Background: an optimization exercise with open tools, aiming at small area and a short achievable clock period. Do not read the settings as production practice. At most, simulation tests tie the RTL to the original design; equivalence was not proved. Function not checked in run 5: the RTL went through the layout flow alone.

==> design/flow/design.v <==
module conv0(input wire [2:0] i, output wire [3:0] o);
wire w_new_n11;
wire w_new_n8;
assign w_new_n8 = (~i[0]) | (~i[2]);
assign o[0] = (~w_new_n8) | (~i[1]);
assign o[1] = (~i[1]&~i[2]) | (~w_new_n8);
assign w_new_n11 = (~i[0]&~i[2]);
assign o[3] = (~i[1]&~w_new_n8);
assign o[2] = (~w_new_n11&~o[3]);
endmodule
module step0(input wire [3:0] i, output wire [3:0] o);
wire w_new_n10;
wire w_new_n12;
wire w_new_n9;
assign w_new_n9 = (~i[0]) | (~i[3]);
assign w_new_n10 = (i[0]&i[2]) | (i[3]&i[2]);
assign o[0] = (~i[1]&~w_new_n9) | (~w_new_n10);
assign w_new_n12 = (~i[0]&~i[2]&~i[3]);
assign o[1] = (~w_new_n12&~w_new_n10);
assign o[2] = (~i[1]&~i[3]) | (~w_new_n9);
assign o[3] = (~i[1]&~w_new_n12);
endmodule
module conv1(input wire [3:0] i, output wire [3:0] o);
wire w_new_n10;
wire w_new_n11;
wire w_new_n13;
wire w_new_n15;
wire w_new_n9;
assign w_new_n9 = (~i[2]);
assign w_new_n10 = (~w_new_n9) | (~i[0]);
assign w_new_n11 = (i[1]&i[0]) | (i[3]&i[0]) | (i[1]&w_new_n9) | (i[3]&w_new_n9);
assign o[0] = (~i[1]&~w_new_n10) | (~w_new_n11);
assign w_new_n13 = (~i[0]&~i[1]&~w_new_n9);
assign o[1] = (~w_new_n13&~w_new_n11);
assign w_new_n15 = (~i[2]&~i[3]);
assign o[2] = (~i[0]&~w_new_n15) | (~w_new_n10);
assign o[3] = (~w_new_n15&~w_new_n13);
endmodule
module conv2(input wire [2:0] i, output wire [3:0] o);
wire w_new_n11;
wire w_new_n13;
wire w_new_n8;
wire w_new_n9;
assign w_new_n8 = (~i[2]);
assign w_new_n9 = (i[0]) | (w_new_n8);
assign o[0] = (~w_new_n9) | (~i[1]);
assign w_new_n11 = (~i[0]&~i[1]);
assign o[1] = (~i[2]&o[0]) | (~w_new_n11&o[0]);
assign w_new_n13 = (~w_new_n8) | (~i[0]);
assign o[2] = (~w_new_n9) | (~w_new_n13);
assign o[3] = (~w_new_n8&~w_new_n11);
endmodule
module conv3(input wire [2:0] i, output wire [3:0] o);
wire w_new_n10;
wire w_new_n8;
assign w_new_n8 = (~i[2]);
assign o[0] = (~w_new_n8) | (~i[1]);
assign w_new_n10 = (~i[0]&~i[1]) | (~i[2]);
assign o[1] = (~i[1]&~i[2]) | (~w_new_n10);
assign o[2] = (i[0]&~i[2]) | (~i[0]&i[2]);
assign o[3] = (~w_new_n10);
endmodule
module stepout0(input wire [3:0] i, output wire [3:0] o);
wire w_new_n10;
wire w_new_n12;
wire w_new_n13;
wire w_new_n16;
wire w_new_n9;
assign w_new_n9 = (~i[3]);
assign w_new_n10 = (~i[1]&~w_new_n9) | (~i[0]&~i[2]);
assign o[0] = (~i[1]&~w_new_n10) | (~w_new_n9&~w_new_n10);
assign w_new_n12 = (~i[1]&~w_new_n9);
assign w_new_n13 = (~i[0]&~i[3]) | (~i[2]);
assign o[1] = (~w_new_n12&~w_new_n13) | (~i[0]&~w_new_n13);
assign o[2] = (i[0]&w_new_n10) | (w_new_n9&w_new_n10);
assign w_new_n16 = (~i[2]&~i[3]);
assign o[3] = (~i[1]&~w_new_n16);
endmodule
module hex_to_dec(
    input wire clk_25MHz,
    input wire [31: 0]hex,
    output wire [31: 0]dec
);
reg s0_h;
reg s0_r0;
reg s0_r1;
reg s0_r2;
reg s1_h;
reg s1_r0;
reg s1_r1;
reg s1_r2;
reg s2_h;
reg s2_r0;
reg s2_r1;
reg s2_r2;
reg s3_h;
reg s3_r0;
reg s3_r1;
reg s3_r2;
reg s4_0;
reg s4_1;
reg s_x11;
reg s_x10;
reg s_x9;
reg s_x8;
reg s_x7;
reg s_x6;
reg s_x5;
reg s_x4;
reg s_x3;
reg s_x2;
reg s_x1;
reg s_x0;
wire [3:0] n1;
conv0 u1(.i({hex[26],hex[25],hex[24]}), .o(n1));
wire [3:0] n2;
step0 u2(.i({hex[23],n1[2],n1[1],n1[0]}), .o(n2));
wire [3:0] n3;
step0 u3(.i({hex[22],n2[2],n2[1],n2[0]}), .o(n3));
wire [3:0] n4;
step0 u4(.i({hex[21],n3[2],n3[1],n3[0]}), .o(n4));
wire [3:0] n5;
step0 u5(.i({hex[20],n4[2],n4[1],n4[0]}), .o(n5));
wire [3:0] n6;
step0 u6(.i({hex[19],n5[2],n5[1],n5[0]}), .o(n6));
wire [3:0] n7;
conv1 u7(.i({n1[3],n2[3],n3[3],n4[3]}), .o(n7));
wire [3:0] n8;
step0 u8(.i({n5[3],n7[2],n7[1],n7[0]}), .o(n8));
wire [3:0] n9;
step0 u9(.i({hex[18],n6[2],n6[1],n6[0]}), .o(n9));
wire [3:0] n10;
step0 u10(.i({n6[3],n8[2],n8[1],n8[0]}), .o(n10));
wire [3:0] n11;
step0 u11(.i({hex[17],n9[2],n9[1],n9[0]}), .o(n11));
wire [3:0] n12;
step0 u12(.i({n9[3],n10[2],n10[1],n10[0]}), .o(n12));
wire [3:0] n13;
step0 u13(.i({hex[16],n11[2],n11[1],n11[0]}), .o(n13));
wire [3:0] n14;
step0 u14(.i({n11[3],n12[2],n12[1],n12[0]}), .o(n14));
wire [3:0] n15;
conv2 u15(.i({n7[3],n8[3],n10[3]}), .o(n15));
wire [3:0] n16;
step0 u16(.i({n12[3],n15[2],n15[1],n15[0]}), .o(n16));
wire [3:0] n17;
step0 u17(.i({hex[15],n13[2],n13[1],n13[0]}), .o(n17));
wire [3:0] n18;
step0 u18(.i({n13[3],n14[2],n14[1],n14[0]}), .o(n18));
wire [3:0] n19;
step0 u19(.i({n14[3],n16[2],n16[1],n16[0]}), .o(n19));
wire [3:0] n20;
step0 u20(.i({hex[14],n17[2],n17[1],n17[0]}), .o(n20));
wire [3:0] n21;
step0 u21(.i({n17[3],n18[2],n18[1],n18[0]}), .o(n21));
wire [3:0] n22;
step0 u22(.i({n18[3],n19[2],n19[1],n19[0]}), .o(n22));
wire [3:0] n23;
step0 u23(.i({hex[13],n20[2],n20[1],n20[0]}), .o(n23));
wire [3:0] n24;
step0 u24(.i({n20[3],n21[2],n21[1],n21[0]}), .o(n24));
wire [3:0] n25;
step0 u25(.i({n21[3],n22[2],n22[1],n22[0]}), .o(n25));
wire [3:0] n26;
conv3 u26(.i({n15[3],n16[3],n19[3]}), .o(n26));
wire [3:0] n27;
step0 u27(.i({n22[3],n26[2],n26[1],n26[0]}), .o(n27));
wire [3:0] n28;
step0 u28(.i({hex[12],n23[2],n23[1],n23[0]}), .o(n28));
wire [3:0] n29;
step0 u29(.i({n23[3],n24[2],n24[1],n24[0]}), .o(n29));
wire [3:0] n30;
step0 u30(.i({n24[3],n25[2],n25[1],n25[0]}), .o(n30));
wire [3:0] n31;
step0 u31(.i({n25[3],n27[2],n27[1],n27[0]}), .o(n31));
wire [3:0] n32;
step0 u32(.i({s_x11,s0_r2,s0_r1,s0_r0}), .o(n32));
wire [3:0] n33;
step0 u33(.i({s0_h,s1_r2,s1_r1,s1_r0}), .o(n33));
wire [3:0] n34;
step0 u34(.i({s1_h,s2_r2,s2_r1,s2_r0}), .o(n34));
wire [3:0] n35;
step0 u35(.i({s2_h,s3_r2,s3_r1,s3_r0}), .o(n35));
wire [3:0] n36;
step0 u36(.i({s_x10,n32[2],n32[1],n32[0]}), .o(n36));
wire [3:0] n37;
step0 u37(.i({n32[3],n33[2],n33[1],n33[0]}), .o(n37));
wire [3:0] n38;
step0 u38(.i({n33[3],n34[2],n34[1],n34[0]}), .o(n38));
wire [3:0] n39;
step0 u39(.i({n34[3],n35[2],n35[1],n35[0]}), .o(n39));
wire [3:0] n40;
step0 u40(.i({s_x9,n36[2],n36[1],n36[0]}), .o(n40));
wire [3:0] n41;
step0 u41(.i({n36[3],n37[2],n37[1],n37[0]}), .o(n41));
wire [3:0] n42;
step0 u42(.i({n37[3],n38[2],n38[1],n38[0]}), .o(n42));
wire [3:0] n43;
step0 u43(.i({n38[3],n39[2],n39[1],n39[0]}), .o(n43));
wire [3:0] n44;
conv1 u44(.i({s4_1,s4_0,s3_h,n35[3]}), .o(n44));
wire [3:0] n45;
step0 u45(.i({n39[3],n44[2],n44[1],n44[0]}), .o(n45));
wire [3:0] n46;
step0 u46(.i({s_x8,n40[2],n40[1],n40[0]}), .o(n46));
wire [3:0] n47;
step0 u47(.i({n40[3],n41[2],n41[1],n41[0]}), .o(n47));
wire [3:0] n48;
step0 u48(.i({n41[3],n42[2],n42[1],n42[0]}), .o(n48));
wire [3:0] n49;
step0 u49(.i({n42[3],n43[2],n43[1],n43[0]}), .o(n49));
wire [3:0] n50;
step0 u50(.i({n43[3],n45[2],n45[1],n45[0]}), .o(n50));
wire [3:0] n51;
step0 u51(.i({s_x7,n46[2],n46[1],n46[0]}), .o(n51));
wire [3:0] n52;
step0 u52(.i({n46[3],n47[2],n47[1],n47[0]}), .o(n52));
wire [3:0] n53;
step0 u53(.i({n47[3],n48[2],n48[1],n48[0]}), .o(n53));
wire [3:0] n54;
step0 u54(.i({n48[3],n49[2],n49[1],n49[0]}), .o(n54));
wire [3:0] n55;
step0 u55(.i({n49[3],n50[2],n50[1],n50[0]}), .o(n55));
wire [3:0] n56;
step0 u56(.i({s_x6,n51[2],n51[1],n51[0]}), .o(n56));
wire [3:0] n57;
step0 u57(.i({n51[3],n52[2],n52[1],n52[0]}), .o(n57));
wire [3:0] n58;
step0 u58(.i({n52[3],n53[2],n53[1],n53[0]}), .o(n58));
wire [3:0] n59;
step0 u59(.i({n53[3],n54[2],n54[1],n54[0]}), .o(n59));
wire [3:0] n60;
step0 u60(.i({n54[3],n55[2],n55[1],n55[0]}), .o(n60));
wire [3:0] n61;
conv2 u61(.i({n44[3],n45[3],n50[3]}), .o(n61));
wire [3:0] n62;
step0 u62(.i({n55[3],n61[2],n61[1],n61[0]}), .o(n62));
wire [3:0] n63;
step0 u63(.i({s_x5,n56[2],n56[1],n56[0]}), .o(n63));
wire [3:0] n64;
step0 u64(.i({n56[3],n57[2],n57[1],n57[0]}), .o(n64));
wire [3:0] n65;
step0 u65(.i({n57[3],n58[2],n58[1],n58[0]}), .o(n65));
wire [3:0] n66;
step0 u66(.i({n58[3],n59[2],n59[1],n59[0]}), .o(n66));
wire [3:0] n67;
step0 u67(.i({n59[3],n60[2],n60[1],n60[0]}), .o(n67));
wire [3:0] n68;
step0 u68(.i({n60[3],n62[2],n62[1],n62[0]}), .o(n68));
wire [3:0] n69;
step0 u69(.i({s_x4,n63[2],n63[1],n63[0]}), .o(n69));
wire [3:0] n70;
step0 u70(.i({n63[3],n64[2],n64[1],n64[0]}), .o(n70));
wire [3:0] n71;
step0 u71(.i({n64[3],n65[2],n65[1],n65[0]}), .o(n71));
wire [3:0] n72;
step0 u72(.i({n65[3],n66[2],n66[1],n66[0]}), .o(n72));
wire [3:0] n73;
step0 u73(.i({n66[3],n67[2],n67[1],n67[0]}), .o(n73));
wire [3:0] n74;
step0 u74(.i({n67[3],n68[2],n68[1],n68[0]}), .o(n74));
wire [3:0] n75;
step0 u75(.i({s_x3,n69[2],n69[1],n69[0]}), .o(n75));
wire [3:0] n76;
step0 u76(.i({n69[3],n70[2],n70[1],n70[0]}), .o(n76));
wire [3:0] n77;
step0 u77(.i({n70[3],n71[2],n71[1],n71[0]}), .o(n77));
wire [3:0] n78;
step0 u78(.i({n71[3],n72[2],n72[1],n72[0]}), .o(n78));
wire [3:0] n79;
step0 u79(.i({n72[3],n73[2],n73[1],n73[0]}), .o(n79));
wire [3:0] n80;
step0 u80(.i({n73[3],n74[2],n74[1],n74[0]}), .o(n80));
wire [3:0] n81;
conv3 u81(.i({n61[3],n62[3],n68[3]}), .o(n81));
wire [3:0] n82;
step0 u82(.i({n74[3],n81[2],n81[1],n81[0]}), .o(n82));
wire [3:0] n83;
step0 u83(.i({s_x2,n75[2],n75[1],n75[0]}), .o(n83));
wire [3:0] n84;
step0 u84(.i({n75[3],n76[2],n76[1],n76[0]}), .o(n84));
wire [3:0] n85;
step0 u85(.i({n76[3],n77[2],n77[1],n77[0]}), .o(n85));
wire [3:0] n86;
step0 u86(.i({n77[3],n78[2],n78[1],n78[0]}), .o(n86));
wire [3:0] n87;
step0 u87(.i({n78[3],n79[2],n79[1],n79[0]}), .o(n87));
wire [3:0] n88;
step0 u88(.i({n79[3],n80[2],n80[1],n80[0]}), .o(n88));
wire [3:0] n89;
step0 u89(.i({n80[3],n82[2],n82[1],n82[0]}), .o(n89));
wire [3:0] n90;
stepout0 u90(.i({s_x1,n83[2],n83[1],n83[0]}), .o(n90));
wire [3:0] n91;
stepout0 u91(.i({n83[3],n84[2],n84[1],n84[0]}), .o(n91));
wire [3:0] n92;
stepout0 u92(.i({n84[3],n85[2],n85[1],n85[0]}), .o(n92));
wire [3:0] n93;
stepout0 u93(.i({n85[3],n86[2],n86[1],n86[0]}), .o(n93));
wire [3:0] n94;
stepout0 u94(.i({n86[3],n87[2],n87[1],n87[0]}), .o(n94));
wire [3:0] n95;
stepout0 u95(.i({n87[3],n88[2],n88[1],n88[0]}), .o(n95));
wire [3:0] n96;
stepout0 u96(.i({n88[3],n89[2],n89[1],n89[0]}), .o(n96));
always @(posedge clk_25MHz) begin
    s0_h <= n28[3];
    s0_r0 <= n28[0];
    s0_r1 <= n28[1];
    s0_r2 <= n28[2];
    s1_h <= n29[3];
    s1_r0 <= n29[0];
    s1_r1 <= n29[1];
    s1_r2 <= n29[2];
    s2_h <= n30[3];
    s2_r0 <= n30[0];
    s2_r1 <= n30[1];
    s2_r2 <= n30[2];
    s3_h <= n31[3];
    s3_r0 <= n31[0];
    s3_r1 <= n31[1];
    s3_r2 <= n31[2];
    s4_0 <= n27[3];
    s4_1 <= n26[3];
    s_x11 <= hex[11];
    s_x10 <= hex[10];
    s_x9 <= hex[9];
    s_x8 <= hex[8];
    s_x7 <= hex[7];
    s_x6 <= hex[6];
    s_x5 <= hex[5];
    s_x4 <= hex[4];
    s_x3 <= hex[3];
    s_x2 <= hex[2];
    s_x1 <= hex[1];
    s_x0 <= hex[0];
end
assign dec = {{n81[3],n82[3],n89[3],n96[3]}, {n96[2],n96[1],n96[0],n95[3]}, {n95[2],n95[1],n95[0],n94[3]}, {n94[2],n94[1],n94[0],n93[3]}, {n93[2],n93[1],n93[0],n92[3]}, {n92[2],n92[1],n92[0],n91[3]}, {n91[2],n91[1],n91[0],n90[3]}, {n90[2],n90[1],n90[0],s_x0}};
endmodule
==> design/flow/flow/run.sh <==
#!/bin/bash
# Layout flow: the standard layout (standard.sh) with three changes.
# 1. Synthesis maps logic with flow/abc_area.script (area-only mapping of
#    the logic as written, twice over) instead of ORFS's
#    abc_area.script, whose delay-driven mapping and resizing at a 75 ps
#    target remap the design's small cells (written as the gates of an
#    area-optimised mapping, see gen/) into larger ones.  The design is
#    synthesized one module at a time (SYNTH_HIERARCHICAL 1).  To do so the
#    synthesis step runs on a copy of ORFS's scripts folder in which only
#    abc_area.script differs; synthesis is otherwise the standard one
#    (synth_recipe.tcl: -nofsm -noshare, flattened, renamed), except that
#    ADDER_MAP_FILE is left empty so that Yosys does not turn XOR/AND pairs
#    into half-adder cells (ha_1) before ABC maps the logic.
# 2. After synthesis, cells whose next drive strength has the same area are
#    swapped to it (o21ai_0 -> o21ai_1 and so on, see flow/swap.tcl).
# 3. The buffers the flow puts on every input and output port are buf_1
#    cells instead of the resizer's default choice (a 10 um2 delay buffer).
# Each step's full output goes to a log file of its own in this folder.
set -euo pipefail
rm -rf scripts_local
mkdir -p scripts_local
cp -r "$FLOW_HOME/scripts/." scripts_local/
cp flow/abc_area.script scripts_local/abc_area.script
args=(BUFFER_PORTS_ARGS="-buffer_cell sky130_fd_sc_hd__buf_1")
bash standard.sh "${args[@]}" SCRIPTS_DIR="$PWD/scripts_local" ADDER_MAP_FILE= synth > standard_synth.log 2>&1
res=orfs/results/$FLOW_PLATFORM/hex_to_dec/base
SWAP_DB=$res/1_synth.odb openroad -no_init -exit flow/swap.tcl > swap.log 2>&1
bash standard.sh "${args[@]}" finish > standard_finish.log 2>&1
==> design/flow/flow/abc_area.script <==
strash
dch -f
map -a
strash
dch -f
map -a
==> design/flow/flow/swap.tcl <==
# Swap cells for the same-area next drive strength in the synthesized design.
set pairs {
  sky130_fd_sc_hd__o21ai_0 sky130_fd_sc_hd__o21ai_1
  sky130_fd_sc_hd__a21boi_0 sky130_fd_sc_hd__a21boi_1
  sky130_fd_sc_hd__and2_0 sky130_fd_sc_hd__and2_1
  sky130_fd_sc_hd__or2_0 sky130_fd_sc_hd__or2_2
  sky130_fd_sc_hd__or2_1 sky130_fd_sc_hd__or2_2
  sky130_fd_sc_hd__o311ai_0 sky130_fd_sc_hd__o311ai_1
  sky130_fd_sc_hd__a21bo_1 sky130_fd_sc_hd__a21bo_2
  sky130_fd_sc_hd__a31o_1 sky130_fd_sc_hd__a31o_2
  sky130_fd_sc_hd__mux2_1 sky130_fd_sc_hd__mux2_2
  sky130_fd_sc_hd__o211a_1 sky130_fd_sc_hd__o211a_2
  sky130_fd_sc_hd__o21ba_1 sky130_fd_sc_hd__o21ba_2
  sky130_fd_sc_hd__o221a_1 sky130_fd_sc_hd__o221a_2
  sky130_fd_sc_hd__or3b_1 sky130_fd_sc_hd__or3b_2
  sky130_fd_sc_hd__or4b_1 sky130_fd_sc_hd__or4b_2
  sky130_fd_sc_hd__and4bb_1 sky130_fd_sc_hd__and4bb_2
}
if {[info exists ::env(SWAP_EXTRA)]} { lappend pairs {*}$::env(SWAP_EXTRA) }
read_db $::env(SWAP_DB)
set db [ord::get_db]
set block [ord::get_db_block]
array set to {}
foreach {a b} $pairs { set to($a) $b }
set n 0
foreach inst [$block getInsts] {
  set m [[$inst getMaster] getName]
  if {[info exists to($m)]} {
    set nm [$db findMaster $to($m)]
    if {$nm ne "NULL" && $nm ne ""} {
      $inst swapMaster $nm
      incr n
    }
  }
}
puts "swapped $n cells"
write_db $::env(SWAP_DB)
==> design/flow/standard.sh <==
#!/bin/bash
# synth_recipe.tcl (not shown) runs the flow's synth.tcl, then flattens the netlist and writes it again
# the make line also repeats each setting of config.mk as NAME=value (left out here)
make -C /OpenROAD-flow-scripts/flow DESIGN_CONFIG=/design/flow/config.mk WORK_HOME=/design/flow/orfs CLKGATE_MAP_FILE= SYNTH_SCRIPT=/design/flow/synth_recipe.tcl "${@:-finish}"
==> design/flow/config.mk <==
export PLATFORM = sky130hd
export DESIGN_NAME = hex_to_dec
export DESIGN_NICKNAME = hex_to_dec
export VERILOG_FILES = /design/flow/design.v
export SDC_FILE = /design/flow/constraint.sdc
export NUM_CORES = 4
export LEC_CHECK = 0
export ABC_AREA = 1
export CAP_MARGIN = 20
export CORE_MARGIN = 2
export CORE_UTILIZATION = 40
export CTS_BUF_LIST = sky130_fd_sc_hd__clkbuf_4
export GPL_TIMING_DRIVEN = 1
export SLEW_MARGIN = 20
export SYNTH_HIERARCHICAL = 1
export SYNTH_MINIMUM_KEEP_SIZE = 0
==> design/flow/constraint.sdc <==
create_clock -name core_clock -period 75.0 [get_ports {clk_25MHz}]
set_input_delay 15.0000 -clock core_clock [delete_from_list [all_inputs] [get_ports {clk_25MHz}]]
set_output_delay 15.0000 -clock core_clock [all_outputs]
set_load 0.01 [all_outputs]
==> flow_summary.json, run 1 <==
{
  "status": "no timing/DRC/antenna violations",
  "rsz0062_at_grt": "false",
  "placedCellCount": 907,
  "path_buf_inv": 2,
  "synth.area.top_cells": "o21ai_0 23%, o21a_1 17%, nor2_1 17%",
  "crit_chain": "nor3_1 -> nor2_1 -> nor3_1 -> nor2_1 -> o21a_1 -> o21ai_1 -> nand2_1 -> o21ai_1 -> o21a_1 -> o21ai_1 -> nor3_1 -> nor2_1 -> nor3_1 -> nor2_1 -> nor3_1 -> nor2_1 -> o21a_1 -> o21ai_1 -> nor3_1 -> nor2_1 -> clkinv_1 -> o22ai_1 -> o21a_1 -> buf_1",
  "clk_pin_slew_ns": 0.10,
  "dieHeight_um": 103,
  "grt_max_degree": 11,
  "worst_pin_slew_ns": 0.288,
  "drive_gt1_share_pct": 1.15,
  "syn_to_final_growth_pct": 11.0,
  "critPathLaunchType": "flop",
  "crit_type": "flop to output port",
  "grt_overflow_total": 0,
  "wl_per_cell_um": 8.58,
  "syn-num-nets": 749,
  "rows": 36,
  "critPathMaxFanout": 5,
  "route.detailed.drc": 0,
  "netlist_area_mm2": 0.00394,
  "cp.required_ns": 60.00,
  "firstDrtPassIters": 5,
  "synth_top_area_share_pct": 22.9,
  "hold_path_depth": 1,
  "htree_levels": 2,
  "cp.arrival_ns": 4.54,
  "grt_antenna_before_repair": 0,
  "worstSetupEndpointType": "output port",
  "design_area_mm2": 0.00437,
  "period_share_pct": 26.1,
  "cts_setup_buffers": 0,
  "fin_tns_setup_ns": 0,
  "start_util_pct": 40.7,
  "placed_area_mm2": 0.00432,
  "hold_path_end": "s_x11",
  "detailed_place_hpwl_um": 6640,
  "fin_nets": 814,
  "post_cts_resized": 0,
  "dieArea_mm2": 0.0107,
  "final_antenna_net_count": 0,
  "path_delay_family": "simple AND/OR/NAND/NOR gates",
  "period_minus_slack_ns": 19.54,
  "routed_wl_um": 7850,
  "cts_tree": "yes",
  "synth_commonest_cells": "180 x nor2_1, 180 x o21ai_0, 92 x nand2_1",
  "portBuffers": 59,
  "preCtsSetupSlack_ns": 55.74,
  "synth_top_cell_by_area": "o21ai_0",
  "die_w_um": 103,
  "hold_path_class": "input port to flop",
  "setup_ws_ns": 55.46,
  "min_from": "hex[11]",
  "worst_path_max_delay_cell": "dfxtp_1",
  "boundaryPins": 65,
  "grt_pass1_vias": 3899,
  "avgSynthCellArea_um2": 5.50,
  "fmax_mhz": 51.2,
  "hold_slack_ns": 14.76,
  "synth.distinct_cells": 12,
  "first_iter_violations": 85,
  "gp_congestion": 0.760,
  "async_reset_ff_share_pct": 0,
  "postCtsHoldBufs": 0,
  "vias": 4791,
  "critPathMaxStageDelay_ns": 0.33,
  "grt_usage_pct": 15.1,
  "vias_per_cell": 5.24,
  "drv_slew": 0,
  "slew_headroom_pct": 80.7,
  "cts.path.max_buffers": 2,
  "max_cap_violations": 0,
  "antenna_cells": 0,
  "root_buffer": "clkbuf_4",
  "ys.flop_type": "dfxtp_1",
  "synth-seq-cells": 30,
  "stdcell_count": 915,
  "numCtsBuffers": 5,
  "n_fill_cell": 1043,
  "synth_edf_count": 0,
  "final_core_util_pct": 45.1,
  "setup_viol": 0,
  "synthCells": 716,
  "yosys_warnings": 7,
  "grt_pass1_wl_um": 14200,
  "hold_viol": 0,
  "seq_area_frac_synth_pct": 15.3,
  "core_area_mm2": 0.00968,
  "cts_sinks": 30
}
layout make-up:
| class | count | area (um^2) | share of cell area, % |
|---|---|---|---|
| Sequential cell | 30 | 601 | 13.7 |
| Clock buffer | 5 | 37.5 | 0.859 |
| Multi-Input combinational cell | 663 | 3250 | 74.3 |
| Timing Repair Buffer | 59 | 221 | 5.07 |
| Clock inverter | 3 | 16.3 | 0.372 |
| Tap cell | 133 | 166 | 3.81 |
| Inverter | 22 | 82.6 | 1.89 |
how the worst max path moves through the flow:
stage	startpoint	to	slack, ns	depth (start not counted)
after floorplan	hex[24]	s3_r1	56.30	27
after global placement	hex[26]	s3_r1	55.86	28
after detailed placement	hex[26]	s3_r1	55.74	28
after CTS	s0_r0	dec[23]	55.48	24
after global routing	s0_r0	dec[27]	54.78	23
final	s0_r0	dec[27]	55.46	24
placed cells by master, fill, tap and decap left out, drive strengths merged:
master / instances
nand2: 92
clkinvlp: 1
o22a: 2
o21ai: 180
nor2: 180
xor2: 6
clkinv: 24
nor3: 84
o21a: 91
a21oi: 21
dfxtp: 30
clkbuf: 5
buf: 59
o22ai: 7
per-module statistics from Yosys (local to each module, per instance):
| module | flip-flops and latches | copies in the design |
|---|---|---|
| step0 | 0 | 82 |
| conv3 | 0 | 2 |
| stepout0 | 0 | 7 |
| hex_to_dec | 30 | 1 |
| conv2 | 0 | 2 |
| conv0 | 0 | 1 |
| conv1 | 0 | 2 |
logic make-up (layout without fill, tap and decap cells):
group / after synthesis / in the layout / synth area share (%)
xor gates and xnor gates: 6 / 6 / 1.33
buffers and inverters: 23 / 89 / 2.29
AOI/OAI and AO/OA: 301 / 301 / 44.5
and+or+nand+nor: 356 / 356 / 36.6
DFF: 30 / 30 / 15.3
metal layers:
metal  global-route usage [%]  share of wire (%)
met1                     19.6                 52
met4                     3.44               0.97
met3                     1.34                1.6
met2                     27.2                 46
met5                        0                  0
==> inputs of run 2 (changes only) <==
--- a/design/flow/config.mk
+++ b/design/flow/config.mk
@@ -10,7 +10,6 @@
 export CORE_MARGIN = 2
 export CORE_UTILIZATION = 40
 export CTS_BUF_LIST = sky130_fd_sc_hd__clkbuf_4
-export GPL_TIMING_DRIVEN = 1
 export SLEW_MARGIN = 20
 export SYNTH_HIERARCHICAL = 1
 export SYNTH_MINIMUM_KEEP_SIZE = 0
==> flow_summary.json, run 2 <==
{
  "grt_max_degree": 11,
  "synth_top_cell_by_area": "o21ai_0",
  "slew_headroom_pct": 80.7,
  "async_reset_ff_share_pct": 0,
  "portBuffers": 59,
  "firstDrtPassIters": 5,
  "setup_viol": 0,
  "critPathLaunchType": "flop",
  "grt_pass1_wl_um": 14200,
  "status": "no timing/DRC/antenna violations",
  "avgSynthCellArea_um2": 5.50,
  "syn-num-nets": 749,
  "synth_edf_count": 0,
  "worstSetupEndpointType": "output port",
  "first_iter_violations": 85,
  "drv_slew": 0,
  "numCtsBuffers": 5,
  "htree_levels": 2,
  "drive_gt1_share_pct": 1.15,
  "gp_congestion": 0.760,
  "crit_type": "flop to output port",
  "antenna_cells": 0,
  "cts_sinks": 30,
  "ys.flop_type": "dfxtp_1",
  "die_w_um": 103,
  "routed_wl_um": 7850,
  "cp.arrival_ns": 4.54,
  "dieArea_mm2": 0.0107,
  "syn_to_final_growth_pct": 11.0,
  "max_cap_violations": 0,
  "dieHeight_um": 103,
  "period_minus_slack_ns": 19.54,
  "cts_setup_buffers": 0,
  "postCtsHoldBufs": 0,
  "period_share_pct": 26.1,
  "grt_overflow_total": 0,
  "netlist_area_mm2": 0.00394,
  "synth.distinct_cells": 12,
  "synth_top_area_share_pct": 22.9,
  "cts_tree": "yes",
  "boundaryPins": 65,
  "rsz0062_at_grt": "false",
  "fin_nets": 814,
  "synthCells": 716,
  "post_cts_resized": 0,
  "preCtsSetupSlack_ns": 55.74,
  "yosys_warnings": 7,
  "critPathMaxFanout": 5,
  "grt_antenna_before_repair": 0,
  "hold_viol": 0,
  "vias": 4791,
  "design_area_mm2": 0.00437,
  "cp.required_ns": 60.00,
  "grt_pass1_vias": 3899,
  "route.detailed.drc": 0,
  "crit_chain": "nor3_1 -> nor2_1 -> nor3_1 -> nor2_1 -> o21a_1 -> o21ai_1 -> nand2_1 -> o21ai_1 -> o21a_1 -> o21ai_1 -> nor3_1 -> nor2_1 -> nor3_1 -> nor2_1 -> nor3_1 -> nor2_1 -> o21a_1 -> o21ai_1 -> nor3_1 -> nor2_1 -> clkinv_1 -> o22ai_1 -> o21a_1 -> buf_1",
  "critPathMaxStageDelay_ns": 0.33,
  "detailed_place_hpwl_um": 6640,
  "fin_tns_setup_ns": 0,
  "hold_path_class": "input port to flop",
  "grt_usage_pct": 15.1,
  "rows": 36,
  "root_buffer": "clkbuf_4",
  "placed_area_mm2": 0.00432,
  "clk_pin_slew_ns": 0.10,
  "core_area_mm2": 0.00968,
  "synth_commonest_cells": "180 x nor2_1, 180 x o21ai_0, 92 x nand2_1",
  "seq_area_frac_synth_pct": 15.3,
  "most-common-layout-cells": "180 x nor2_1, 180 x o21ai_1, 92 x nand2_1",
  "setup_ws_ns": 55.46,
  "hold_slack_ns": 14.76,
  "synth.area.top_cells": "o21ai_0 23%, o21a_1 17%, nor2_1 17%",
  "start_util_pct": 40.7,
  "worst_pin_slew_ns": 0.288,
  "cts.path.max_buffers": 2,
  "fmax_mhz": 51.2,
  "synth-seq-cells": 30,
  "vias_per_cell": 5.24,
  "wl_per_cell_um": 8.58,
  "final_antenna_net_count": 0,
  "worst_path_max_delay_cell": "dfxtp_1"
}
## run 2: cell counts after synthesis
No cell type changed its count.
## run 2: cell type report
type,count,area [um^2]
clock buffer,5,37.5
clock inverter,3,16.3
fill,1043,5310
inverter,22,82.6
multi-input combinational,663,3250
sequential,30,601
tap,133,166
timing repair buffer,59,221
## run 2: layer usage
layer | global-route usage [%] | vias up | wire length, um | part of all wire (%)
li1 | - | 2722 | - | -
met5 | 0 | - | 0 | 0
met2 | 27.2 | 38 | 3580 | 46
met3 | 1.34 | 7 | 124 | 1.6
met4 | 3.44 | 0 | 76 | 0.97
met1 | 19.6 | 2024 | 4070 | 52
## run 2: cells by family after synthesis
kind of cell    synth area share (%)
buf+inv                         2.29
simple gates                    36.6
xor+xnor                        1.33
flops                           15.3
compound gates                  44.5
## run 2: path summary, 6_finish.rpt
path  startpoint  endpoint  slack, ns  cells after the start
min      hex[11]     s_x11      14.76                      1
max        s0_r0   dec[27]      55.46                     24
## run 2: critical path, delay by kind of cell (launching register included)
family          cells  cell delay, ns
buf+inv             2            0.30
compound gates      9            1.44
simple gates       13            2.11
flops               1            0.33
## run 2: through the flow
stage / util, % / cells
finish: 45.1 / 915
global route: 45.1 / 915
global placement: 44.6 / 907
floorplan: - / 716
CTS: 45.1 / 915
detailed placement: 44.6 / 907
## run 2: modules after synthesis, one instance, submodules excluded
module / times used / cells
stepout0: 7 / 9
conv1: 2 / 9
conv0: 1 / 6
conv2: 2 / 6
hex_to_dec: 1 / 31
step0: 82 / 7
conv3: 2 / 6
==> inputs of run 3 (changes only) <==
--- a/design/flow/config.mk
+++ b/design/flow/config.mk
@@ -8,8 +8,9 @@
 export ABC_AREA = 1
 export CAP_MARGIN = 20
 export CORE_MARGIN = 2
-export CORE_UTILIZATION = 40
+export CORE_UTILIZATION = 55
 export CTS_BUF_LIST = sky130_fd_sc_hd__clkbuf_4
+export PLACE_DENSITY = 0.75
 export SLEW_MARGIN = 20
 export SYNTH_HIERARCHICAL = 1
 export SYNTH_MINIMUM_KEEP_SIZE = 0
==> flow_summary.json, run 3 <==
{
  "placed_area_mm2": 0.00427,
  "hold_viol": 0,
  "yosys_warnings": 7,
  "period_share_pct": 26.1,
  "preCtsSetupSlack_ns": 55.65,
  "syn_to_final_growth_pct": 9.85,
  "placedCellCount": 870,
  "vias_per_cell": 5.49,
  "route.detailed.drc": 0,
  "register_area_um2": 601,
  "gp_congestion": 0.809,
  "grt_usage_pct": 21.1,
  "dieArea_mm2": 0.00785,
  "design_area_mm2": 0.00433,
  "path_delay_family": "simple AND/OR/NAND/NOR gates",
  "ys.flop_type": "dfxtp_1",
  "seq_area_frac_synth_pct": 15.3,
  "routed_wl_um": 8120,
  "cts_setup_buffers": 0,
  "drv_slew": 0,
  "boundaryPins": 65,
  "core_area_mm2": 0.00687,
  "cts_sinks": 30,
  "multi_input_comb_area_mm2": 0.00325,
  "synth_edf_count": 0,
  "rows": 30,
  "synth.distinct_cells": 12,
  "fin_tns_setup_ns": 0,
  "numCtsBuffers": 5,
  "clk_pin_slew_ns": 0.09,
  "grt_antenna_before_repair": 0,
  "fin_nets": 814,
  "stdcell_count": 878,
  "detailed_place_hpwl_um": 6890,
  "wl_per_cell_um": 9.24,
  "postCtsHoldBufs": 0,
  "critPathLaunchType": "flop",
  "synth.area.top_cells": "o21ai_0 23%, o21a_1 17%, nor2_1 17%",
  "max_cap_violations": 0,
  "root_buffer": "clkbuf_4",
  "cts_tree": "yes",
  "status": "no timing/DRC/antenna violations",
  "netlist_area_mm2": 0.00394,
  "die_w_um": 88.6,
  "dieHeight_um": 88.6,
  "setup_ws_ns": 55.46,
  "async_reset_ff_share_pct": 0,
  "synth_top_cell_by_area": "o21ai_0",
  "cp.arrival_ns": 4.54,
  "grt_pass1_wl_um": 14400,
  "hold_path_class": "input port to flop",
  "final_core_util_pct": 63.0,
  "grt_pass1_vias": 4048,
  "post_cts_resized": 0,
  "setup_viol": 0,
  "critPathMaxStageDelay_ns": 0.39,
  "grt_overflow_total": 0,
  "grt_max_degree": 11,
  "crit_chain": "nand2_1 -> o21ai_1 -> o21a_1 -> o21ai_1 -> nor3_1 -> nor2_1 -> o21a_1 -> o21ai_1 -> o21a_1 -> o21ai_1 -> nor3_1 -> nor2_1 -> nor3_1 -> nor2_1 -> o21a_1 -> o21ai_1 -> nor3_1 -> nor2_1 -> nor3_1 -> nor2_1 -> clkinv_1 -> o22ai_1 -> o21a_1 -> buf_1",
  "path_buf_inv": 2,
  "synth_top_area_share_pct": 22.9,
  "slew_headroom_pct": 80.9,
  "critPathMaxFanout": 5,
  "synth_commonest_cells": "180 x nor2_1, 180 x o21ai_0, 92 x nand2_1",
  "final_antenna_net_count": 0,
  "antenna_cells": 0,
  "crit_type": "flop to output port",
  "cts.path.max_buffers": 2,
  "avgSynthCellArea_um2": 5.50,
  "firstDrtPassIters": 5,
  "syn-num-nets": 749,
  "worst_path_max_delay_cell": "dfxtp_1",
  "drive_gt1_share_pct": 1.15,
  "rsz0062_at_grt": "false",
  "synthCells": 716,
  "first_iter_violations": 163,
  "worstSetupEndpointType": "output port",
  "period_minus_slack_ns": 19.54,
  "synth-seq-cells": 30,
  "htree_levels": 2,
  "hold_slack_ns": 14.78,
  "cp.required_ns": 60.00,
  "portBuffers": 59,
  "start_util_pct": 57.3,
  "n_fill_cell": 681,
  "fmax_mhz": 51.2,
  "most-common-layout-cells": "180 x nor2_1, 180 x o21ai_1, 92 x nand2_1",
  "vias": 4824,
  "worst_pin_slew_ns": 0.286
}
[run 3: cell counts after synthesis]
No cell type changed its count.
[run 3: logic make-up after synthesis]
| group | count (synthesis) | share of synthesized area (%) |
|---|---|---|
| and+or+nand+nor | 356 | 36.6 |
| AOI/OAI and AO/OA | 301 | 44.5 |
| DFF | 30 | 15.3 |
| buffers and inverters | 23 | 2.29 |
| xor gates and xnor gates | 6 | 1.33 |
[run 3: worst paths after layout]
| path | cells past startpoint | end | slack (ns) | start |
|---|---|---|---|---|
| worst max-delay path | 24 | dec[27] | 55.46 | s0_h |
| worst min-delay path | 1 | s_x8 | 14.78 | hex[8] |
[run 3: cell type report]
cell class	count	area share [%]
Clock inverter	3	0.376
Timing Repair Buffer	59	5.12
Multi-Input combinational cell	663	75.1
Sequential cell	30	13.9
Inverter	22	1.91
Tap cell	96	2.78
Clock buffer	5	0.868
[run 3: per-module statistics from Yosys (local to each module, per instance)]
module      cells  copies in the design
conv0           6                     1
hex_to_dec     31                     1
step0           7                    82
conv3           6                     2
stepout0        9                     7
conv2           6                     2
conv1           9                     2
[run 3: metal layers]
| metal | vias to the layer above | global-route usage (%) | wire length, um | share of wire, % |
|---|---|---|---|---|
| li1 | 2715 | - | - | - |
| met1 | 2062 | 25.6 | 4100 | 51 |
| met2 | 45 | 40.5 | 3860 | 47 |
| met3 | 2 | 2.05 | 138 | 1.7 |
| met4 | 0 | 3.44 | 21 | 0.26 |
| met5 | - | 0 | 0 | 0 |
==> inputs of run 4 (changes only) <==
==> design/flow/flow/run.sh (replaced) <==
#!/bin/bash
# Layout flow: the standard layout (standard.sh) with three changes.
# 1. Synthesis maps logic with flow/abc_area.script ("strash; map -a": an
#    area-only mapping of the logic as written) instead of ORFS's
#    abc_area.script, whose delay-driven mapping and resizing at a 75 ps
#    target remap the design's small cells (written as the gates of an
#    area-optimised mapping, see gen/) into larger ones.  The design is
#    synthesized one module at a time (SYNTH_HIERARCHICAL 1).  To do so the
#    synthesis step runs on a copy of ORFS's scripts folder in which only
#    abc_area.script differs; synthesis is otherwise the standard one
#    (synth_recipe.tcl: -nofsm -noshare, flattened, renamed).
# 2. After synthesis, cells whose next drive strength has the same area are
#    swapped to it (o21ai_0 -> o21ai_1 and so on, see flow/swap.tcl).
# 3. The buffers the flow puts on every input and output port are buf_1
#    cells instead of the resizer's default choice (a 10 um2 delay buffer).
# Each step's full output goes to a log file of its own in this folder.
set -euo pipefail
rm -rf scripts_local
mkdir -p scripts_local
cp -r "$FLOW_HOME/scripts/." scripts_local/
cp flow/abc_area.script scripts_local/abc_area.script
args=(BUFFER_PORTS_ARGS="-buffer_cell sky130_fd_sc_hd__buf_1")
bash standard.sh "${args[@]}" SCRIPTS_DIR="$PWD/scripts_local" synth > standard_synth.log 2>&1
res=orfs/results/$FLOW_PLATFORM/hex_to_dec/base
SWAP_DB=$res/1_synth.odb openroad -no_init -exit flow/swap.tcl > swap.log 2>&1
bash standard.sh "${args[@]}" finish > standard_finish.log 2>&1
==> design/flow/flow/abc_area.script (replaced) <==
strash
map -a
--- a/design/flow/config.mk
+++ b/design/flow/config.mk
@@ -8,9 +8,8 @@
 export ABC_AREA = 1
 export CAP_MARGIN = 20
 export CORE_MARGIN = 2
-export CORE_UTILIZATION = 55
+export CORE_UTILIZATION = 40
 export CTS_BUF_LIST = sky130_fd_sc_hd__clkbuf_4
-export PLACE_DENSITY = 0.75
 export SLEW_MARGIN = 20
 export SYNTH_HIERARCHICAL = 1
 export SYNTH_MINIMUM_KEEP_SIZE = 0
==> flow_summary.json, run 4 <==
{
  "fin_tns_setup_ns": 0,
  "setup_viol": 0,
  "synth_commonest_cells": "188 x nor2_1, 184 x o21ai_0, 91 x o21a_1",
  "post-synth-top-count-cell": "nor2_1",
  "boundaryPins": 65,
  "fin_nets": 824,
  "grt_usage_pct": 15.2,
  "final_core_util_pct": 45.4,
  "drv_slew": 0,
  "firstDrtPassIters": 4,
  "vias": 4869,
  "routed_wl_um": 8180,
  "drive_gt1_share_pct": 1.14,
  "hold_slack_ns": 14.77,
  "avgSynthCellArea_um2": 5.50,
  "cp.required_ns": 60.00,
  "yosys_warnings": 7,
  "synth_edf_count": 0,
  "start_util_pct": 40.9,
  "grt_pass1_vias": 4041,
  "cts_sinks": 30,
  "synth_top_cell_by_area": "o21ai_0",
  "syn-num-nets": 759,
  "slew_headroom_pct": 74.5,
  "antenna_cells": 0,
  "dieHeight_um": 104,
  "portBuffers": 59,
  "htree_levels": 2,
  "hold_viol": 0,
  "design_area_mm2": 0.00441,
  "seq_area_frac_synth_pct": 15.1,
  "placedCellCount": 915,
  "rows": 36,
  "worstSetupEndpointType": "output port",
  "period_minus_slack_ns": 19.85,
  "detailed_place_hpwl_um": 6970,
  "hold_path_class": "input port to flop",
  "stdcell_count": 923,
  "route.detailed.drc": 0,
  "most-common-layout-cells": "188 x nor2_1, 184 x o21ai_1, 91 x o21a_1",
  "first_iter_violations": 139,
  "synth-seq-cells": 30,
  "placed_area_mm2": 0.00436,
  "period_share_pct": 26.5,
  "critPathMaxFanout": 5,
  "final_antenna_net_count": 0,
  "syn_to_final_growth_pct": 10.9,
  "dieArea_mm2": 0.0108,
  "setup_ws_ns": 55.15,
  "synth_top_area_share_pct": 23.1,
  "postCtsHoldBufs": 0,
  "fmax_mhz": 50.4,
  "cts.path.max_buffers": 2,
  "synthCells": 724,
  "final_common_cell": "nor2_1",
  "cts_setup_buffers": 0,
  "gp_congestion": 0.779,
  "grt_pass1_wl_um": 15100,
  "grt_max_degree": 11,
  "rsz0062_at_grt": "false",
  "clk_pin_slew_ns": 0.09,
  "synth.area.top_cells": "o21ai_0 23%, nor2_1 18%, o21a_1 17%",
  "root_buffer": "clkbuf_4",
  "async_reset_ff_share_pct": 0,
  "synth.distinct_cells": 17,
  "cp.arrival_ns": 4.85,
  "post_cts_resized": 0,
  "die_w_um": 104,
  "netlist_area_mm2": 0.00398,
  "grt_antenna_before_repair": 0,
  "status": "no timing/DRC/antenna violations",
  "numCtsBuffers": 5,
  "grt_overflow_total": 0,
  "wl_per_cell_um": 8.87,
  "preCtsSetupSlack_ns": 55.23,
  "worst_pin_slew_ns": 0.382,
  "ys.flop_type": "dfxtp_1",
  "core_area_mm2": 0.00973,
  "vias_per_cell": 5.28,
  "crit_type": "flop to output port",
  "max_cap_violations": 0,
  "critPathLaunchType": "flop",
  "n_fill_cell": 1068,
  "cts_tree": "yes"
}
## run 4: layout make-up
cell class | count | area, um^2 | area share, %
multi-input combinational | 670 | 3280 | 74.4
sequential | 30 | 601 | 13.6
timing repair buffer | 59 | 221 | 5.02
tap | 133 | 166 | 3.77
inverter | 23 | 86.3 | 1.96
clock buffer | 5 | 37.5 | 0.851
clock inverter | 3 | 16.3 | 0.369
## run 4: path summary, 6_finish.rpt
check	start	end	slack, ns	depth (start not counted)
min	hex[4]	s_x4	14.77	1
max	s2_h	dec[27]	55.15	26
## run 4: critical path, stage by stage (launching register included)
cell	delay, ns
dfxtp_1	0.38
nor3_1	0.08
nor2_1	0.14
clkinv_1	0.15
a22oi_1	0.24
o31ai_1	0.14
o21a_1	0.21
o21ai_1	0.13
nor3_1	0.10
nor2_1	0.18
clkinv_1	0.09
ha_1	0.21
or2_2	0.32
o21a_1	0.20
o21ai_1	0.13
nand2_1	0.10
o21ai_1	0.20
o21a_1	0.17
o21ai_1	0.09
o21a_1	0.21
o21ai_1	0.13
nor3_1	0.10
nor2_1	0.17
clkinv_1	0.16
o22ai_1	0.19
o21a_1	0.16
buf_1	0.14
## run 4: metal layers
metal / wire length [um] / vias up / share of wire [%] / global-route usage, %
li1: - / 2738 / - / -
met5: 0 / - / 0 / 0
met3: 139 / 2 / 1.7 / 1.26
met1: 4230 / 2084 / 52 / 19.4
met2: 3780 / 45 / 46 / 28.1
met4: 36 / 0 / 0.44 / 3.19
## run 4: cell families after synthesis
group	after synthesis	share of synthesized area, %
simple gates	362	36.9
compound gates	304	44.6
flops	30	15.1
buf+inv	24	2.36
xor+xnor	2	0.440
fa+ha+maj	2	0.629
## run 4: modules after synthesis, one instance, submodules excluded
module | area [um^2] | flops+latches
hex_to_dec | 608 | 30
conv1 | 52.6 | 0
conv2 | 52.6 | 0
stepout0 | 43.8 | 0
step0 | 33.8 | 0
conv3 | 30.0 | 0
conv0 | 23.8 | 0
==> inputs of run 5 (changes only) <==
--- a/design/flow/design.v
+++ b/design/flow/design.v
@@ -98,7 +98,7 @@
 reg s3_r1;
 reg s3_r2;
 reg s4_0;
-reg s4_1;
+reg s_x12;
 reg s_x11;
 reg s_x10;
 reg s_x9;
@@ -166,21 +166,21 @@
 wire [3:0] n27;
 step0 u27(.i({n22[3],n26[2],n26[1],n26[0]}), .o(n27));
 wire [3:0] n28;
-step0 u28(.i({hex[12],n23[2],n23[1],n23[0]}), .o(n28));
+step0 u28(.i({s_x12,s0_r2,s0_r1,s0_r0}), .o(n28));
 wire [3:0] n29;
-step0 u29(.i({n23[3],n24[2],n24[1],n24[0]}), .o(n29));
+step0 u29(.i({s0_h,s1_r2,s1_r1,s1_r0}), .o(n29));
 wire [3:0] n30;
-step0 u30(.i({n24[3],n25[2],n25[1],n25[0]}), .o(n30));
+step0 u30(.i({s1_h,s2_r2,s2_r1,s2_r0}), .o(n30));
 wire [3:0] n31;
-step0 u31(.i({n25[3],n27[2],n27[1],n27[0]}), .o(n31));
+step0 u31(.i({s2_h,s3_r2,s3_r1,s3_r0}), .o(n31));
 wire [3:0] n32;
-step0 u32(.i({s_x11,s0_r2,s0_r1,s0_r0}), .o(n32));
+step0 u32(.i({s_x11,n28[2],n28[1],n28[0]}), .o(n32));
 wire [3:0] n33;
-step0 u33(.i({s0_h,s1_r2,s1_r1,s1_r0}), .o(n33));
+step0 u33(.i({n28[3],n29[2],n29[1],n29[0]}), .o(n33));
 wire [3:0] n34;
-step0 u34(.i({s1_h,s2_r2,s2_r1,s2_r0}), .o(n34));
+step0 u34(.i({n29[3],n30[2],n30[1],n30[0]}), .o(n34));
 wire [3:0] n35;
-step0 u35(.i({s2_h,s3_r2,s3_r1,s3_r0}), .o(n35));
+step0 u35(.i({n30[3],n31[2],n31[1],n31[0]}), .o(n35));
 wire [3:0] n36;
 step0 u36(.i({s_x10,n32[2],n32[1],n32[0]}), .o(n36));
 wire [3:0] n37;
@@ -198,7 +198,7 @@
 wire [3:0] n43;
 step0 u43(.i({n38[3],n39[2],n39[1],n39[0]}), .o(n43));
 wire [3:0] n44;
-conv1 u44(.i({s4_1,s4_0,s3_h,n35[3]}), .o(n44));
+conv1 u44(.i({s4_0,s3_h,n31[3],n35[3]}), .o(n44));
 wire [3:0] n45;
 step0 u45(.i({n39[3],n44[2],n44[1],n44[0]}), .o(n45));
 wire [3:0] n46;
@@ -304,24 +304,24 @@
 wire [3:0] n96;
 stepout0 u96(.i({n88[3],n89[2],n89[1],n89[0]}), .o(n96));
 always @(posedge clk_25MHz) begin
-    s0_h <= n28[3];
-    s0_r0 <= n28[0];
-    s0_r1 <= n28[1];
-    s0_r2 <= n28[2];
-    s1_h <= n29[3];
-    s1_r0 <= n29[0];
-    s1_r1 <= n29[1];
-    s1_r2 <= n29[2];
-    s2_h <= n30[3];
-    s2_r0 <= n30[0];
-    s2_r1 <= n30[1];
-    s2_r2 <= n30[2];
-    s3_h <= n31[3];
-    s3_r0 <= n31[0];
-    s3_r1 <= n31[1];
-    s3_r2 <= n31[2];
-    s4_0 <= n27[3];
-    s4_1 <= n26[3];
+    s0_h <= n23[3];
+    s0_r0 <= n23[0];
+    s0_r1 <= n23[1];
+    s0_r2 <= n23[2];
+    s1_h <= n24[3];
+    s1_r0 <= n24[0];
+    s1_r1 <= n24[1];
+    s1_r2 <= n24[2];
+    s2_h <= n25[3];
+    s2_r0 <= n25[0];
+    s2_r1 <= n25[1];
+    s2_r2 <= n25[2];
+    s3_h <= n27[3];
+    s3_r0 <= n27[0];
+    s3_r1 <= n27[1];
+    s3_r2 <= n27[2];
+    s4_0 <= n26[3];
+    s_x12 <= hex[12];
     s_x11 <= hex[11];
     s_x10 <= hex[10];
     s_x9 <= hex[9];
==> flow_summary.json, run 5 <==
{
  "status": "no timing/DRC/antenna violations",
  "yosys_warnings": 7,
  "drv_slew": 0,
  "grt_overflow_total": 0,
  "cp.depth": 28,
  "drive_gt1_share_pct": 1.01,
  "start_util_pct": 40.9,
  "slew_headroom_pct": 72.4,
  "crit_type": "flop to output port",
  "final_antenna_net_count": 0,
  "final_common_cell": "nor2_1",
  "grt_usage_pct": 16.1,
  "portBuffers": 59,
  "critPathLaunchType": "flop",
  "dieHeight_um": 104,
  "synth.distinct_cells": 17,
  "path_buf_inv": 4,
  "critPathLaunch": "s2_h",
  "hold_viol": 0,
  "n_fill_cell": 1068,
  "worst_path_max_delay_cell": "dfxtp_1",
  "syn-num-nets": 759,
  "design_area_mm2": 0.00443,
  "cp.arrival_ns": 5.20,
  "fin_nets": 824,
  "cts_tree": "yes",
  "cp.required_ns": 60.00,
  "synthCells": 724,
  "critPathMaxStageDelay_ns": 0.39,
  "hold_slack_ns": 14.76,
  "root_buffer": "clkbuf_4",
  "detailed_place_hpwl_um": 7150,
  "rows": 36,
  "path_common_cell": "o21ai_1",
  "route.detailed.drc": 0,
  "htree_levels": 2,
  "synth.area.top_cells": "o21ai_0 23%, nor2_1 18%, o21a_1 17%",
  "setup_ws_ns": 54.80,
  "fin_tns_setup_ns": 0,
  "max_cap_violations": 0,
  "synth_commonest_cells": "188 x nor2_1, 184 x o21ai_0, 91 x o21a_1",
  "first_iter_violations": 178,
  "synthAdderAreaFrac_pct": 0.629,
  "period_minus_slack_ns": 20.20,
  "numCtsBuffers": 5,
  "wl_per_cell_um": 9.25,
  "preCtsSetupSlack_ns": 55.20,
  "gp_congestion": 0.771,
  "period_share_pct": 26.9,
  "die_w_um": 104,
  "cts_sinks": 30,
  "async_reset_ff_share_pct": 0,
  "post-synth-top-count-cell": "nor2_1",
  "grt_antenna_before_repair": 0,
  "synth-seq-cells": 30,
  "grt_pass1_wl_um": 15800,
  "boundaryPins": 65,
  "ys.flop_type": "dfxtp_1",
  "synth_top_area_share_pct": 23.1,
  "post_cts_resized": 0,
  "seq_area_frac_synth_pct": 15.1,
  "routed_wl_um": 8530,
  "core_area_mm2": 0.00973,
  "synth_edf_count": 0,
  "antenna_cells": 0,
  "synth_compound_area_share_pct": 44.6,
  "synth_mux_area_share_pct": 0,
  "path_delay_family": "compound AO/OA/AOI/OAI gates",
  "critPathMaxFanout": 5,
  "dieArea_mm2": 0.0108,
  "synth-simple-area-share_pct": 36.9,
  "postCtsHoldBufs": 0,
  "cts_setup_buffers": 0,
  "avgSynthCellArea_um2": 5.50,
  "worst_pin_slew_ns": 0.412,
  "fmax_mhz": 49.5,
  "vias_per_cell": 5.36,
  "critPathCapture": "dec[27]",
  "vias": 4939,
  "worstSetupEndpointType": "output port",
  "setup_viol": 0,
  "synth_top_cell_by_area": "o21ai_0",
  "placed_area_mm2": 0.00436,
  "hold_path_class": "input port to flop",
  "synth_top_family_by_area": "compound AO/OA/AOI/OAI gates",
  "synth_xor_area_share_pct": 0.440,
  "most-common-layout-cells": "188 x nor2_1, 184 x o21ai_1, 91 x o21a_1",
  "clk_pin_slew_ns": 0.09,
  "syn_to_final_growth_pct": 11.4,
  "cts.path.max_buffers": 2,
  "grt_max_degree": 10,
  "firstDrtPassIters": 4,
  "grt_pass1_vias": 4270,
  "netlist_area_mm2": 0.00398,
  "rsz0062_at_grt": "false"
}
-- run 5: cell counts after synthesis --
Identical to the previous run, type by type.
-- run 5: area by class of cell --
class,count,area (um^2),area share [%]
clock buffer,5,37.5,0.847
clock inverter,2,33.8,0.762
inverter,23,86.3,1.95
multi-input combinational,670,3280,74.1
sequential,30,601,13.6
tap,133,166,3.76
timing repair buffer,59,221,5.00
-- run 5: per-module statistics from Yosys (local to each module, per instance) --
module	cells	flip-flops and latches	area (um^2)
stepout0	9	0	43.8
conv2	9	0	52.6
conv3	6	0	30.0
step0	7	0	33.8
conv0	6	0	23.8
conv1	10	0	52.6
hex_to_dec	31	30	608
-- run 5: routing by layer --
| layer | vias to the layer above | GRT usage [%] | part of all wire [%] |
|---|---|---|---|
| li1 | 2757 | - | - |
| met1 | 2134 | 19.9 | 51 |
| met2 | 42 | 30.0 | 46 |
| met3 | 6 | 1.64 | 2.0 |
| met4 | 0 | 3.86 | 0.82 |
| met5 | - | 0 | 0 |
-- run 5: cells by family (layout without fill, tap and decap cells) --
| kind of cell | Yosys count | in the layout |
|---|---|---|
| compound gates | 304 | 304 |
| xor+xnor | 2 | 2 |
| fa+ha+maj | 2 | 2 |
| buf+inv | 24 | 89 |
| flops | 30 | 30 |
| simple gates | 362 | 362 |
-- run 5: through the flow --
step           instances  utilization (%)
3_3_place_gp         915             44.8
5_1_grt              922             45.5
2_1_floorplan        724                -
4_1_cts              922             45.5
6_report             922             45.5
3_5_place_dp         915             44.8
-- run 5: worst min path at each step --
stage,startpoint,endpoint,cells after the start
floorplan,hex[0],s_x0,0
global placement,hex[3],s_x3,1
detailed placement,hex[4],s_x4,1
CTS,hex[4],s_x4,1
global route,hex[5],s_x5,1
finish,hex[4],s_x4,1

-- afterwards: timing with drivers on the ports --
Ports are ideal in the flow. The routed layouts listed here were re-timed in OpenROAD.
Step 1, drivers: a clkbuf_16 drives clk_25MHz and a buf_2 each remaining input, both assumed.
Step 2 times the ports against the registers' clock, not the clock port: input delays grow and output delays shrink by t, the midpoint of the rising clock arrivals with the driver on.
Slacks: ideal / step 1 / step 2; pairs: ideal / step 1.
| run | t, ns | setup slack, ns | worst register clock-pin slew, ns |
|---|---|---|---|
| run 1 | 0.345 | 55.460 / 55.435 / 55.729 | 0.10 / 0.10 |
| run 2 | 0.345 | 55.460 / 55.435 / 55.729 | 0.10 / 0.10 |
| run 3 | 0.327 | 55.458 / 55.435 / 55.611 | 0.09 / 0.09 |
| run 4 | 0.336 | 55.151 / 55.125 / 55.232 | 0.09 / 0.09 |
| run 5 | 0.343 | 54.796 / 54.767 / 55.110 | 0.09 / 0.09 |
After both steps setup and hold are still met in every run listed.
